From an optimization exercise on the open Yosys and OpenROAD flow, aimed at small area and a short achievable clock period; shortcuts taken in it are not production practice. No functional check of the RTL was part of any run shown here. No activity file was given, so power comes from the tool's default toggle rates.

**flow/config.mk**
```make
export PLATFORM = sky130hd
export DESIGN_NAME = pe
export DESIGN_NICKNAME = pe
export VERILOG_FILES = /design/flow/design.v
export SDC_FILE = /design/flow/constraint.sdc
export NUM_CORES = 4
export LEC_CHECK = 0
export CAP_MARGIN = 20
export CORE_MARGIN = 2
export CORE_UTILIZATION = 40
export SLEW_MARGIN = 20
```
**flow/constraint.sdc**
```tcl
create_clock -name core_clock -period 10.5 [get_ports {clk}]
set_input_delay 2.1000 -clock core_clock [delete_from_list [all_inputs] [get_ports {clk}]]
set_output_delay 2.1000 -clock core_clock [all_outputs]
set_load 0.01 [all_outputs]
```
**flow/design.v**
```verilog
module add #(
    parameter HALFWORD_WIDTH = 16
) (
    input  signed [HALFWORD_WIDTH-1:0] A,
    input  signed [HALFWORD_WIDTH-1:0] B,
    output signed [HALFWORD_WIDTH-1:0] out
);
  assign out = A + B;
endmodule
module signedm #(
    parameter DATA_SIZE      = 8,
    parameter HALFWORD_WIDTH = 16
) (
    input  signed [     DATA_SIZE-1:0] a,
                                       b,
    output signed [HALFWORD_WIDTH-1:0] data_out
);
  assign data_out = a * b;
endmodule
`timescale 1ns / 1ps
module pe (
    input               clk,
    input               rst,
    input  signed [7:0] weight,
    input  signed [7:0] inmap,
    input               inmap_vld,
    input               weight_vld,
    input  signed [7:0] bias,
    output signed [7:0] outmap,
    output              outmap_vld,
    output signed [15:0] outraw
);
  wire v = inmap_vld & weight_vld;
  reg  [4:0]  n;     
  reg  [15:0] acc;   
  wire z = (n == 5'd0);
  wire [15:0] base = z ? {{5{bias[7]}}, bias, 3'b0} : acc;
  wire [7:0] xg = inmap & {8{v}};
  wire one0 = xg[0] ^ 1'b0;
  wire two0 = (xg[1] & ~xg[0] & ~1'b0) | (~xg[1] & xg[0] & 1'b0);
  wire neg0 = xg[1] & ~(xg[0] & 1'b0);
  wire w0 = ((one0 & weight[0]) | (two0 & 1'b0)) ^ neg0;
  wire w1 = ((one0 & weight[1]) | (two0 & weight[0])) ^ neg0;
  wire w2 = ((one0 & weight[2]) | (two0 & weight[1])) ^ neg0;
  wire w3 = ((one0 & weight[3]) | (two0 & weight[2])) ^ neg0;
  wire w4 = ((one0 & weight[4]) | (two0 & weight[3])) ^ neg0;
  wire w5 = ((one0 & weight[5]) | (two0 & weight[4])) ^ neg0;
  wire w6 = ((one0 & weight[6]) | (two0 & weight[5])) ^ neg0;
  wire w7 = ((one0 & weight[7]) | (two0 & weight[6])) ^ neg0;
  wire w8 = ~(((one0 & weight[7]) | (two0 & weight[7])) ^ neg0);
  wire one1 = xg[2] ^ xg[1];
  wire two1 = (xg[3] & ~xg[2] & ~xg[1]) | (~xg[3] & xg[2] & xg[1]);
  wire neg1 = xg[3] & ~(xg[2] & xg[1]);
  wire w9 = ((one1 & weight[0]) | (two1 & 1'b0)) ^ neg1;
  wire w10 = ((one1 & weight[1]) | (two1 & weight[0])) ^ neg1;
  wire w11 = ((one1 & weight[2]) | (two1 & weight[1])) ^ neg1;
  wire w12 = ((one1 & weight[3]) | (two1 & weight[2])) ^ neg1;
  wire w13 = ((one1 & weight[4]) | (two1 & weight[3])) ^ neg1;
  wire w14 = ((one1 & weight[5]) | (two1 & weight[4])) ^ neg1;
  wire w15 = ((one1 & weight[6]) | (two1 & weight[5])) ^ neg1;
  wire w16 = ((one1 & weight[7]) | (two1 & weight[6])) ^ neg1;
  wire w17 = ~(((one1 & weight[7]) | (two1 & weight[7])) ^ neg1);
  wire one2 = xg[4] ^ xg[3];
  wire two2 = (xg[5] & ~xg[4] & ~xg[3]) | (~xg[5] & xg[4] & xg[3]);
  wire neg2 = xg[5] & ~(xg[4] & xg[3]);
  wire w18 = ((one2 & weight[0]) | (two2 & 1'b0)) ^ neg2;
  wire w19 = ((one2 & weight[1]) | (two2 & weight[0])) ^ neg2;
  wire w20 = ((one2 & weight[2]) | (two2 & weight[1])) ^ neg2;
  wire w21 = ((one2 & weight[3]) | (two2 & weight[2])) ^ neg2;
  wire w22 = ((one2 & weight[4]) | (two2 & weight[3])) ^ neg2;
  wire w23 = ((one2 & weight[5]) | (two2 & weight[4])) ^ neg2;
  wire w24 = ((one2 & weight[6]) | (two2 & weight[5])) ^ neg2;
  wire w25 = ((one2 & weight[7]) | (two2 & weight[6])) ^ neg2;
  wire w26 = ~(((one2 & weight[7]) | (two2 & weight[7])) ^ neg2);
  wire one3 = xg[6] ^ xg[5];
  wire two3 = (xg[7] & ~xg[6] & ~xg[5]) | (~xg[7] & xg[6] & xg[5]);
  wire neg3 = xg[7] & ~(xg[6] & xg[5]);
  wire w27 = ((one3 & weight[0]) | (two3 & 1'b0)) ^ neg3;
  wire w28 = ((one3 & weight[1]) | (two3 & weight[0])) ^ neg3;
  wire w29 = ((one3 & weight[2]) | (two3 & weight[1])) ^ neg3;
  wire w30 = ((one3 & weight[3]) | (two3 & weight[2])) ^ neg3;
  wire w31 = ((one3 & weight[4]) | (two3 & weight[3])) ^ neg3;
  wire w32 = ((one3 & weight[5]) | (two3 & weight[4])) ^ neg3;
  wire w33 = ((one3 & weight[6]) | (two3 & weight[5])) ^ neg3;
  wire w34 = ((one3 & weight[7]) | (two3 & weight[6])) ^ neg3;
  wire w35 = ~(((one3 & weight[7]) | (two3 & weight[7])) ^ neg3);
  wire hs0 = base[0] ^ neg0;
  wire hc0 = base[0] & neg0;
  wire hs1 = base[1] ^ hc0;
  wire hc1 = base[1] & hc0;
  wire s0 = base[2] ^ neg1 ^ w2;
  wire c0 = (base[2] & neg1) | (base[2] & w2) | (neg1 & w2);
  wire hs2 = w9 ^ hc1;
  wire hc2 = w9 & hc1;
  wire s1 = base[3] ^ w3 ^ w10;
  wire c1 = (base[3] & w3) | (base[3] & w10) | (w3 & w10);
  wire hs3 = hc2 ^ c0;
  wire hc3 = hc2 & c0;
  wire s2 = base[4] ^ neg2 ^ w4;
  wire c2 = (base[4] & neg2) | (base[4] & w4) | (neg2 & w4);
  wire s3 = w11 ^ w18 ^ c1;
  wire c3 = (w11 & w18) | (w11 & c1) | (w18 & c1);
  wire hs4 = s2 ^ hc3;
  wire hc4 = s2 & hc3;
  wire s4 = base[5] ^ w5 ^ w12;
  wire c4 = (base[5] & w5) | (base[5] & w12) | (w5 & w12);
  wire s5 = w19 ^ c2 ^ s4;
  wire c5 = (w19 & c2) | (w19 & s4) | (c2 & s4);
  wire hs5 = c3 ^ hc4;
  wire hc5 = c3 & hc4;
  wire s6 = base[6] ^ neg3 ^ w6;
  wire c6 = (base[6] & neg3) | (base[6] & w6) | (neg3 & w6);
  wire s7 = w13 ^ w20 ^ w27;
  wire c7 = (w13 & w20) | (w13 & w27) | (w20 & w27);
  wire s8 = c4 ^ s6 ^ s7;
  wire c8 = (c4 & s6) | (c4 & s7) | (s6 & s7);
  wire hs6 = c5 ^ hc5;
  wire hc6 = c5 & hc5;
  wire s9 = base[7] ^ w7 ^ w14;
  wire c9 = (base[7] & w7) | (base[7] & w14) | (w7 & w14);
  wire s10 = w21 ^ w28 ^ c6;
  wire c10 = (w21 & w28) | (w21 & c6) | (w28 & c6);
  wire s11 = c7 ^ s9 ^ c8;
  wire c11 = (c7 & s9) | (c7 & c8) | (s9 & c8);
  wire hs7 = s10 ^ hc6;
  wire hc7 = s10 & hc6;
  wire s12 = 1'b1 ^ base[8] ^ w8;
  wire c12 = (1'b1 & base[8]) | (1'b1 & w8) | (base[8] & w8);
  wire s13 = w15 ^ w22 ^ w29;
  wire c13 = (w15 & w22) | (w15 & w29) | (w22 & w29);
  wire s14 = c9 ^ s12 ^ s13;
  wire c14 = (c9 & s12) | (c9 & s13) | (s12 & s13);
  wire s15 = c10 ^ s14 ^ c11;
  wire c15 = (c10 & s14) | (c10 & c11) | (s14 & c11);
  wire s16 = 1'b1 ^ base[9] ^ w16;
  wire c16 = (1'b1 & base[9]) | (1'b1 & w16) | (base[9] & w16);
  wire s17 = w23 ^ w30 ^ c12;
  wire c17 = (w23 & w30) | (w23 & c12) | (w30 & c12);
  wire s18 = c13 ^ s16 ^ c14;
  wire c18 = (c13 & s16) | (c13 & c14) | (s16 & c14);
  wire hs8 = s17 ^ s18;
  wire hc8 = s17 & s18;
  wire s19 = base[10] ^ w17 ^ w24;
  wire c19 = (base[10] & w17) | (base[10] & w24) | (w17 & w24);
  wire s20 = w31 ^ c16 ^ s19;
  wire c20 = (w31 & c16) | (w31 & s19) | (c16 & s19);
  wire s21 = c17 ^ s20 ^ c18;
  wire c21 = (c17 & s20) | (c17 & c18) | (s20 & c18);
  wire s22 = 1'b1 ^ base[11] ^ w25;
  wire c22 = (1'b1 & base[11]) | (1'b1 & w25) | (base[11] & w25);
  wire s23 = w32 ^ c19 ^ s22;
  wire c23 = (w32 & c19) | (w32 & s22) | (c19 & s22);
  wire hs9 = c20 ^ s23;
  wire hc9 = c20 & s23;
  wire s24 = base[12] ^ w26 ^ w33;
  wire c24 = (base[12] & w26) | (base[12] & w33) | (w26 & w33);
  wire s25 = c22 ^ s24 ^ c23;
  wire c25 = (c22 & s24) | (c22 & c23) | (s24 & c23);
  wire s26 = 1'b1 ^ base[13] ^ w34;
  wire c26 = (1'b1 & base[13]) | (1'b1 & w34) | (base[13] & w34);
  wire hs10 = c24 ^ s26;
  wire hc10 = c24 & s26;
  wire s27 = base[14] ^ w35 ^ c26;
  wire c27 = (base[14] & w35) | (base[14] & c26) | (w35 & c26);
  wire s28 = 1'b1 ^ base[15] ^ c27;
  wire c28 = (1'b1 & base[15]) | (1'b1 & c27) | (base[15] & c27);
  wire [15:0] sx = {s28, hc10, hs10, hc9, hs9, hc8, c15, hc7, s11, s8, s5, s3, s1, hs2, w1, w0};
  wire [15:0] sy = {1'b0, s27, c25, s25, c21, s21, hs8, s15, hs7, hs6, hs5, hs4, hs3, s0, hs1, hs0};
  wire [15:0] t = sx + sy;
  assign outraw = t & {16{v}};
  wire [6:0] r = t[9:3] + t[2];
  assign outmap = {1'b0, r & {7{v & ~t[15]}}};
  assign outmap_vld = (n == 5'd24);
  always @(posedge clk) acc <= t;
  always @(posedge clk or posedge rst) begin
    if (rst) n <= 5'd0;
    else if (v) n <= (n == 5'd24) ? 5'd0 : n + 5'd1;
  end
endmodule
```
**flow/flow/run.sh**
```bash
#!/bin/bash
# Own layout flow: the standard ORFS layout, with port buffers of a small, fast buffer
# (buf_2) instead of the default the port buffering picks; every port still gets a buffer.
set -euo pipefail
export BUFFER_PORTS_ARGS="-buffer_cell sky130_fd_sc_hd__buf_2"
bash standard.sh > standard_flow.log 2>&1
```
**flow/standard.sh**
```bash
#!/bin/bash
# synth_recipe.tcl (not shown) runs the flow's synth.tcl, then flattens the netlist and writes it again
# the make line also repeats each setting of config.mk as NAME=value (left out here)
make -C /OpenROAD-flow-scripts/flow DESIGN_CONFIG=/design/flow/config.mk WORK_HOME=/design/flow/orfs CLKGATE_MAP_FILE= SYNTH_SCRIPT=/design/flow/synth_recipe.tcl "${@:-finish}"
```
==> impl_metrics.ini, run 1 <==
[yosys]
seq_area_frac_synth_pct = 12.2
syn_nets = 553
synth_area_leaders = fa_1, ha_1, dfxtp_1
synth_cell_types = 63
synthArstFlopShare_pct = 23.8
yosysTopAreaCell = fa_1
ys.flop_type = dfxtp_1
synth_top_family_by_area = adder cells
synth-simple-area-share_pct = 22.0
synthCells = 465
synth_edf_count = 0
synth_top_cell_area_share_pct = 13.8
muxShareOfSynthArea_pct = 3.06
syn-cell-area_um2 = 3640
synth-xor-area-share_pct = 9.35
synth_compound_area_share_pct = 20.1
ys_ff_latch = 21
ys_warn_count = 1
synth_fa_ha_area_share_pct = 25.8
syn_area_per_cell_um2 = 7.82

[power]
switching_power_mw = 0.709
power.leakage_nw = 1.90
ir_worst_vdd_uv = 207
power_density_nw_per_um2 = 341
pwr-share-clk_pct = 4.3
p_seq_share_pct = 11.7
switching_share_pct = 52.3
internal_power_mw = 0.648
combPwrFrac_pct = 84.0

[clock_tree]
ctsHoldBuffers = 0
cts_resized = 0
htree_levels = 1
root_buffer = clkbuf_8
cts_buffers = 3
cts_tree = yes
ctsLongestPathBuffers = 2
cts_sinks = 21
cts_setup_buffers = 0
path_clk_slew_ns = 0.09
clock_latency_ns = 0.28

[worst_setup_path]
r2r-end = acc[15]$_DFF_P_
r2r_slack_ns = 5.21
path_buf_inv = 3
cp.arrival_ns = 7.56
crit_chain = buf_2, and3_1, ha_1, a22oi_1, xnor2_1, fa_1, fa_1, fa_1, fa_1, inv_1, ha_1, a21o_1, o21bai_1, a221o_1, a221oi_2, nand4_1, a211oi_1, buf_2
critPathLaunchType = input port
required_ns = 8.40
worst-path-max-fanout = 17
criticalPathCategory = in -> out
critPathCaptureType = primary output
crit_family = adder cells
worst_path_most_repeated_cell = fa_1
ff2ff_path_depth = 18
crit_slowest_cell = fa_1
timing.rr.start = n[0]$_DFFE_PP0N_
cpPeakStageDelay_ns = 0.50

[placement]
placed_cell_area_um2 = 3930
gp_congestion = 0.932
port_buffers = 51
dp_cells = 598
dp_hpwl_mm = 7.63

[routing]
vias = 3309
wl_per_cell_um = 15.7
ant_nets = 0
drt-pass1-iter-count = 4
wirelength_mm = 9.44
drc_errors = 0
vias_per_cell = 5.50
drt_iter0_drc = 162

[timing]
finClkSkew_ns = 0.00364
finalSetupViolCount = 0
rsz0062_at_grt = no
hold_viol = 0
drv_slew = 0
hold_ws_ns = 0.607
slew_headroom_pct = 60.7
tightest_slew_ns = 0.584
period_minus_slack_ns = 9.66
period_share_pct = 92.0
fmax_mhz = 104
finalSetupTns_ns = 0

[global_route]
grt_max_degree = 22
grt_pass1_vias = 3150
antenna_found_initial = 0
overflow = 0
grt_use_total_pct = 19.7
grt_pass1_wl_mm = 15.9

[cells_and_area]
final_cells = 602
drive_above_1_share_pct = 14.0
final_area_um2 = 3980
insertedDiodeCount = 0
area_delta_synth_final_pct = 9.39
layout.nets = 583

[die]
die_x_um = 99.4
coreArea_um2 = 8760
rows = 34
die_h_um = 99.4
start_util_pct = 41.5
pin_count = 53
dieArea_um2 = 9880

[min_path]
hold_depth = 2
hold_path_class = reg -> reg
whs_endpoint = n[1]$_DFFE_PP0N_
min_from = n[1]$_DFFE_PP0N_

[job]
cap_violations = 0

[outcome]
status = timing/DRC/antenna clean
cells by family (layout without fill, tap and decap cells):
logic type | count (synthesis) | count (layout)
xor+xnor | 38 | 38
fa+ha+maj | 60 | 60
other cells | 1 | 1
mux | 11 | 11
flops | 21 | 21
compound gates | 106 | 106
buf+inv | 67 | 96
simple gates | 161 | 161
worst max path at each step:
stage | startpoint | end | depth (start not counted)
2_1_floorplan | inmap[5] | outmap[5] | 19
3_3_place_gp | inmap[5] | outmap[5] | 18
3_5_place_dp | inmap[5] | outmap[5] | 18
4_1_cts | inmap[5] | outmap[5] | 18
5_1_grt | inmap[5] | outmap[5] | 20
6_report | inmap[5] | outmap[5] | 18
layout by cell type, fill, tap and decap left out, types with 3 or more instances in the layout:
cell type	instances
o22ai_1	6
nand2b_1	6
xnor2_1	31
a211oi_1	3
ha_1	35
xor2_1	6
nand4_1	5
nor3b_1	3
nor2_1	31
o221ai_1	8
inv_1	38
o21ai_0	18
fa_1	25
dfxtp_1	16
nand3_1	9
nand2_1	58
and3_1	11
a21oi_1	25
buf_2	51
dfrtp_1	5
mux2i_1	10
clkbuf_8	3
and2_1	14
a22oi_1	9
nor3_1	5
o211ai_1	3
a21o_1	10
buf_4	3
nor2b_1	5
Yosys cell counts (8+ instances only):
cell and number:
nand2_1 58, inv_1 38, ha_1 35, nor2_1 31, xnor2_1 31, a21oi_1 25
fa_1 25, clkbuf_1 22, o21ai_0 18, dfxtp_1 16, and2_1 14, and3_1 11
a21o_1 10, mux2i_1 10, a22oi_1 9, nand3_1 9, o221ai_1 8
state kept, by name, summed over array words and instances, names as in the netlist:
register,count
n,5
acc,16
area by class of cell:
| cell class | instances | area (um2) |
|---|---|---|
| Clock inverter | 1 | 5.00 |
| Sequential cell | 21 | 445 |
| Timing Repair Buffer | 54 | 278 |
| Inverter | 38 | 143 |
| Clock buffer | 3 | 41.3 |
| Multi-Input combinational cell | 377 | 2930 |
| Fill cell | 880 | 4780 |
| Tap cell | 108 | 135 |
per-layer routing:
layer / GRT usage, % / routed length [um] / vias up
li1: - / - / 1670
met5: 0 / 0 / -
met2: 31.7 / 4200 / 70
met1: 29.4 / 4790 / 1560
met3: 0.562 / 324 / 9
met4: 4.53 / 128 / 0
stage by stage:
step / util [%] / power, mW / setup slack, ns
6_report: 45.4 / 1.36 / 0.843
2_1_floorplan: - / 1.03 / 0.891
3_5_place_dp: 44.9 / 1.29 / 0.916
5_1_grt: 45.4 / 1.51 / 0.465
4_1_cts: 45.4 / 1.36 / 0.853
3_3_place_gp: 44.9 / 1.28 / 1.07
power groups by stage:
| stage | logic [mW] | registers (mW) | clock network, mW |
|---|---|---|---|
| final | 1.14 | 0.159 | 0.0580 |
| after global placement | 1.12 | 0.159 | 0 |
| after floorplan | 0.884 | 0.147 | 0 |
| after CTS | 1.14 | 0.158 | 0.0599 |
| after global routing | 1.29 | 0.162 | 0.0625 |
| after detailed placement | 1.13 | 0.160 | 0 |
worst min-delay path, delay by kind of cell, from the launching register on:
kind | cells | cell delay [ns]
AOI/OAI and AO/OA | 1 | 0.08
buffers and inverters | 1 | 0.08
DFF | 1 | 0.41
==> inputs of run 2 (changes only) <==
--- a/flow/design.v
+++ b/flow/design.v
@@ -166,7 +166,82 @@
   wire c28 = (1'b1 & base[15]) | (1'b1 & c27) | (base[15] & c27);
-  wire [15:0] sx = {s28, hc10, hs10, hc9, hs9, hc8, c15, hc7, s11, s8, s5, s3, s1, hs2, w1, w0};
-  wire [15:0] sy = {1'b0, s27, c25, s25, c21, s21, hs8, s15, hs7, hs6, hs5, hs4, hs3, s0, hs1, hs0};
-  wire [15:0] t = sx + sy;
+  wire p0 = w0 ^ hs0;
+  wire g0 = w0 & hs0;
+  wire p1 = w1 ^ hs1;
+  wire g1 = w1 & hs1;
+  wire p2 = hs2 ^ s0;
+  wire g2 = hs2 & s0;
+  wire p3 = s1 ^ hs3;
+  wire g3 = s1 & hs3;
+  wire p4 = s3 ^ hs4;
+  wire g4 = s3 & hs4;
+  wire p5 = s5 ^ hs5;
+  wire g5 = s5 & hs5;
+  wire p6 = s8 ^ hs6;
+  wire g6 = s8 & hs6;
+  wire p7 = s11 ^ hs7;
+  wire g7 = s11 & hs7;
+  wire p8 = hc7 ^ s15;
+  wire g8 = hc7 & s15;
+  wire p9 = c15 ^ hs8;
+  wire g9 = c15 & hs8;
+  wire p10 = hc8 ^ s21;
+  wire g10 = hc8 & s21;
+  wire p11 = hs9 ^ c21;
+  wire g11 = hs9 & c21;
+  wire p12 = hc9 ^ s25;
+  wire g12 = hc9 & s25;
+  wire p13 = hs10 ^ c25;
+  wire g13 = hs10 & c25;
+  wire p14 = hc10 ^ s27;
+  wire g14 = hc10 & s27;
+  wire cr2 = g1 | (p1 & g0);
+  wire cr3 = g2 | (p2 & cr2);
+  wire cr4 = g3 | (p3 & cr3);
+  wire cr5 = g4 | (p4 & cr4);
+  wire cr6 = g5 | (p5 & cr5);
+  wire cr7 = g6 | (p6 & cr6);
+  wire cr8 = g7 | (p7 & cr7);
+  wire w36 = g9 | (p9 & g8);
+  wire w37 = p9 & p8;
+  wire w38 = g11 | (p11 & g10);
+  wire w39 = p11 & p10;
+  wire w40 = g13 | (p13 & g12);
+  wire w41 = p13 & p12;
+  wire w42 = g10 | (p10 & w36);
+  wire w43 = p10 & w37;
+  wire w44 = w38 | (w39 & w36);
+  wire w45 = w39 & w37;
+  wire w46 = g14 | (p14 & w40);
+  wire w47 = p14 & w41;
+  wire w48 = g12 | (p12 & w44);
+  wire w49 = p12 & w45;
+  wire w50 = w40 | (w41 & w44);
+  wire w51 = w41 & w45;
+  wire w52 = w46 | (w47 & w44);
+  wire w53 = w47 & w45;
+  wire cs9 = g8 | (p8 & cr8);
+  wire cs10 = w36 | (w37 & cr8);
+  wire cs11 = w42 | (w43 & cr8);
+  wire cs12 = w44 | (w45 & cr8);
+  wire cs13 = w48 | (w49 & cr8);
+  wire cs14 = w50 | (w51 & cr8);
+  wire cs15 = w52 | (w53 & cr8);
+  wire tt1 = p1 ^ g0;
+  wire tt2 = p2 ^ cr2;
+  wire tt3 = p3 ^ cr3;
+  wire tt4 = p4 ^ cr4;
+  wire tt5 = p5 ^ cr5;
+  wire tt6 = p6 ^ cr6;
+  wire tt7 = p7 ^ cr7;
+  wire tt8 = p8 ^ cr8;
+  wire tt9 = p9 ^ cs9;
+  wire tt10 = p10 ^ cs10;
+  wire tt11 = p11 ^ cs11;
+  wire tt12 = p12 ^ cs12;
+  wire tt13 = p13 ^ cs13;
+  wire tt14 = p14 ^ cs14;
+  wire tt15 = s28 ^ cs15;
+  wire [15:0] t = {tt15, tt14, tt13, tt12, tt11, tt10, tt9, tt8, tt7, tt6, tt5, tt4, tt3, tt2, tt1, p0};
+  wire [6:0] r = t[9:3] + t[2];
   assign outraw = t & {16{v}};
-  wire [6:0] r = t[9:3] + t[2];
   assign outmap = {1'b0, r & {7{v & ~t[15]}}};
==> impl_metrics.ini, run 2 <==
[routing]
drt-pass1-iter-count = 4
vias = 2960
wirelength_mm = 8.09
drc_errors = 0
drt_iter0_drc = 139
vias_per_cell = 5.15
wl_per_cell_um = 14.1
ant_nets = 0

[worst_setup_path]
required_ns = 8.40
critPathCaptureType = primary output
worst-path-max-fanout = 23
cp.arrival_ns = 7.23
criticalPathCategory = in -> out
critPathLaunchType = input port

[timing]
fmax_mhz = 107
slew_headroom_pct = 60.8
tightest_slew_ns = 0.586
rsz0062_at_grt = no
finClkSkew_ns = 0.00789
finalSetupViolCount = 0
period_share_pct = 88.9
drv_slew = 0
setup_ws_ns = 1.17
period_minus_slack_ns = 9.33
hold_viol = 0
hold_ws_ns = 0.596
finalSetupTns_ns = 0

[cells_and_area]
max_flop_register = acc
fill_cells = 853
final_cells = 575
final_cell_mix = inv_1, nand2_1, buf_2, nor2_1, xnor2_1
insertedDiodeCount = 0
drive_above_1_share_pct = 14.7
reg_top3 = acc: 16 flops, n: 5 flops
layout.nets = 559
area_delta_synth_final_pct = 9.88
largest_reg_flops = 16

[yosys]
syn_nets = 527
synthArstFlopShare_pct = 23.8
ys.flop_type = dfxtp_1
ys_top_cells_by_count = inv_1, nand2_1, nor2_1, xnor2_1, fa_1
synth_top_cell_area_share_pct = 18.9
syn-cell-area_um2 = 3390
synth_cell_types = 50
ys_warn_count = 1
syn_area_per_cell_um2 = 7.73
ys_ff_latch = 21
yosysTopAreaCell = fa_1
seq_area_frac_synth_pct = 13.1
synth_area_leaders = fa_1, ha_1, dfxtp_1
synthCells = 439
synth_edf_count = 0

[global_route]
antenna_found_initial = 0
overflow = 0
grt_max_degree = 24
grt_pass1_wl_mm = 13.2
grt_pass1_vias = 2631
grt_use_total_pct = 18.3

[clock_tree]
clock_latency_ns = 0.27
htree_levels = 1
cts_setup_buffers = 0
path_clk_slew_ns = 0.09
ctsHoldBuffers = 0
cts_sinks = 21
cts_resized = 0
root_buffer = clkbuf_8
ctsLongestPathBuffers = 2
cts_tree = yes
cts_buffers = 3

[power]
ir_worst_vdd_uv = 101
power.leakage_nw = 1.77
power_density_nw_per_um2 = 312
power_mw = 1.16

[placement]
port_buffers = 51
pre_cts_ws_ns = 1.19
dp_cells = 571
gp_congestion = 0.890
dp_hpwl_mm = 6.63

[die]
die_x_um = 96.1
rows = 33
start_util_pct = 41.3
coreArea_um2 = 8220
die_h_um = 96.1
pin_count = 53
dieArea_um2 = 9240

[job]
cap_violations = 0

[min_path]
hold_path_class = reg -> reg

[outcome]
status = timing/DRC/antenna clean
run 2: area by class of cell:
type / count / area [um2] / area share, %
clock buffers: 3 / 41.3 / 1.11
clock inverters: 1 / 5.00 / 0.134
inverters: 61 / 229 / 6.14
multi-input cells: 330 / 2600 / 69.7
flip-flops and latches: 21 / 445 / 11.9
well taps: 105 / 131 / 3.52
repair buffers: 54 / 278 / 7.45
run 2: stage by stage:
step                      instance area [um2]  util, %
final                                    3730     45.4
after global routing                     3730     45.4
after CTS                                3730     45.4
after detailed placement                 3680     44.8
after global placement                   3680     44.8
after floorplan                          3390        -
run 2: routing by layer:
metal | global-route usage [%] | up-vias | routed length, um
met5 | 0 | - | 0
met4 | 4.17 | 0 | 79
met3 | 1.72 | 6 | 525
met2 | 27.9 | 92 | 3370
met1 | 27.7 | 1378 | 4120
li1 | - | 1484 | -
run 2: kinds of logic (layout without fill, tap and decap cells):
logic type                 after synthesis  after routing  synth area share [%]
DFF                                     21             21                  13.1
other                                    1              1                 0.110
adders and majority gates               60             60                  29.2
muxes                                   11             11                  3.39
and+or+nand+nor                        153            153                  21.3
AOI/OAI and AO/OA                       69             69                  13.1
buffers and inverters                   88            119                  10.3
xor gates and xnor gates                36             36                  9.51
run 2: path summary, 6_finish.rpt:
kind	slack, ns	startpoint	depth (start not counted)	endpoint
worst max-delay path	1.17	inmap_vld	17	outmap[2]
worst min-delay path	0.60	n[1]$_DFFE_PP0N_	2	n[3]$_DFFE_PP0N_
worst max register to register	4.31	n[0]$_DFFE_PP0N_	19	acc[15]$_DFF_P_
worst min register to register	0.60	n[1]$_DFFE_PP0N_	2	n[3]$_DFFE_PP0N_
max in group asynchronous	8.60	rst	2	n[2]$_DFFE_PP0N_
min in group asynchronous	1.72	rst	2	n[3]$_DFFE_PP0N_
run 2: where the power goes:
group	total (mW)	switching (mW)	internal, mW
Clock	0.0555	0.0290	0.0265
Combinational	0.954	0.542	0.413
Sequential	0.154	0.0210	0.133
run 2: worst max-delay path, stage by stage:
cell,delay (ns)
buf_2,0.12
and2_1,0.40
buf_4,0.34
nand2_1,0.11
fa_1,0.46
fa_1,0.42
fa_1,0.40
fa_1,0.40
fa_1,0.41
fa_1,0.39
fa_1,0.42
nor2b_1,0.16
o31a_1,0.22
o211ai_1,0.16
nor3b_2,0.26
nor4_1,0.26
buf_2,0.18

## afterwards: timing with drivers on the ports
Ports are ideal in the flow. The routed layouts listed here were re-timed in OpenROAD.
Step 1 sets driving cells, clkbuf_16 on the clock port and buf_2 on the other inputs (assumed; they add their load-dependent delay and slew).
Step 2 times the ports against the registers' clock, not the clock port: input delays grow and output delays shrink by t, the midpoint of the rising clock arrivals with the driver on.
a / b / c = no drivers / after step 1 / after step 2; a / b = the first two.
run	t (ns)	slack for setup (ns)	worst register clock-pin slew, ns	cell pins on the clock port's net
run 1	0.299	0.843 / 0.822 / 0.822	0.09 / 0.09	1
run 2	0.290	1.171 / 1.148 / 1.148	0.09 / 0.09	1
After both steps setup and hold are still met in every run listed. The setup slack of run 2, which loses most, moves by -0.023 ns with the drivers and by -0.023 ns with both steps.
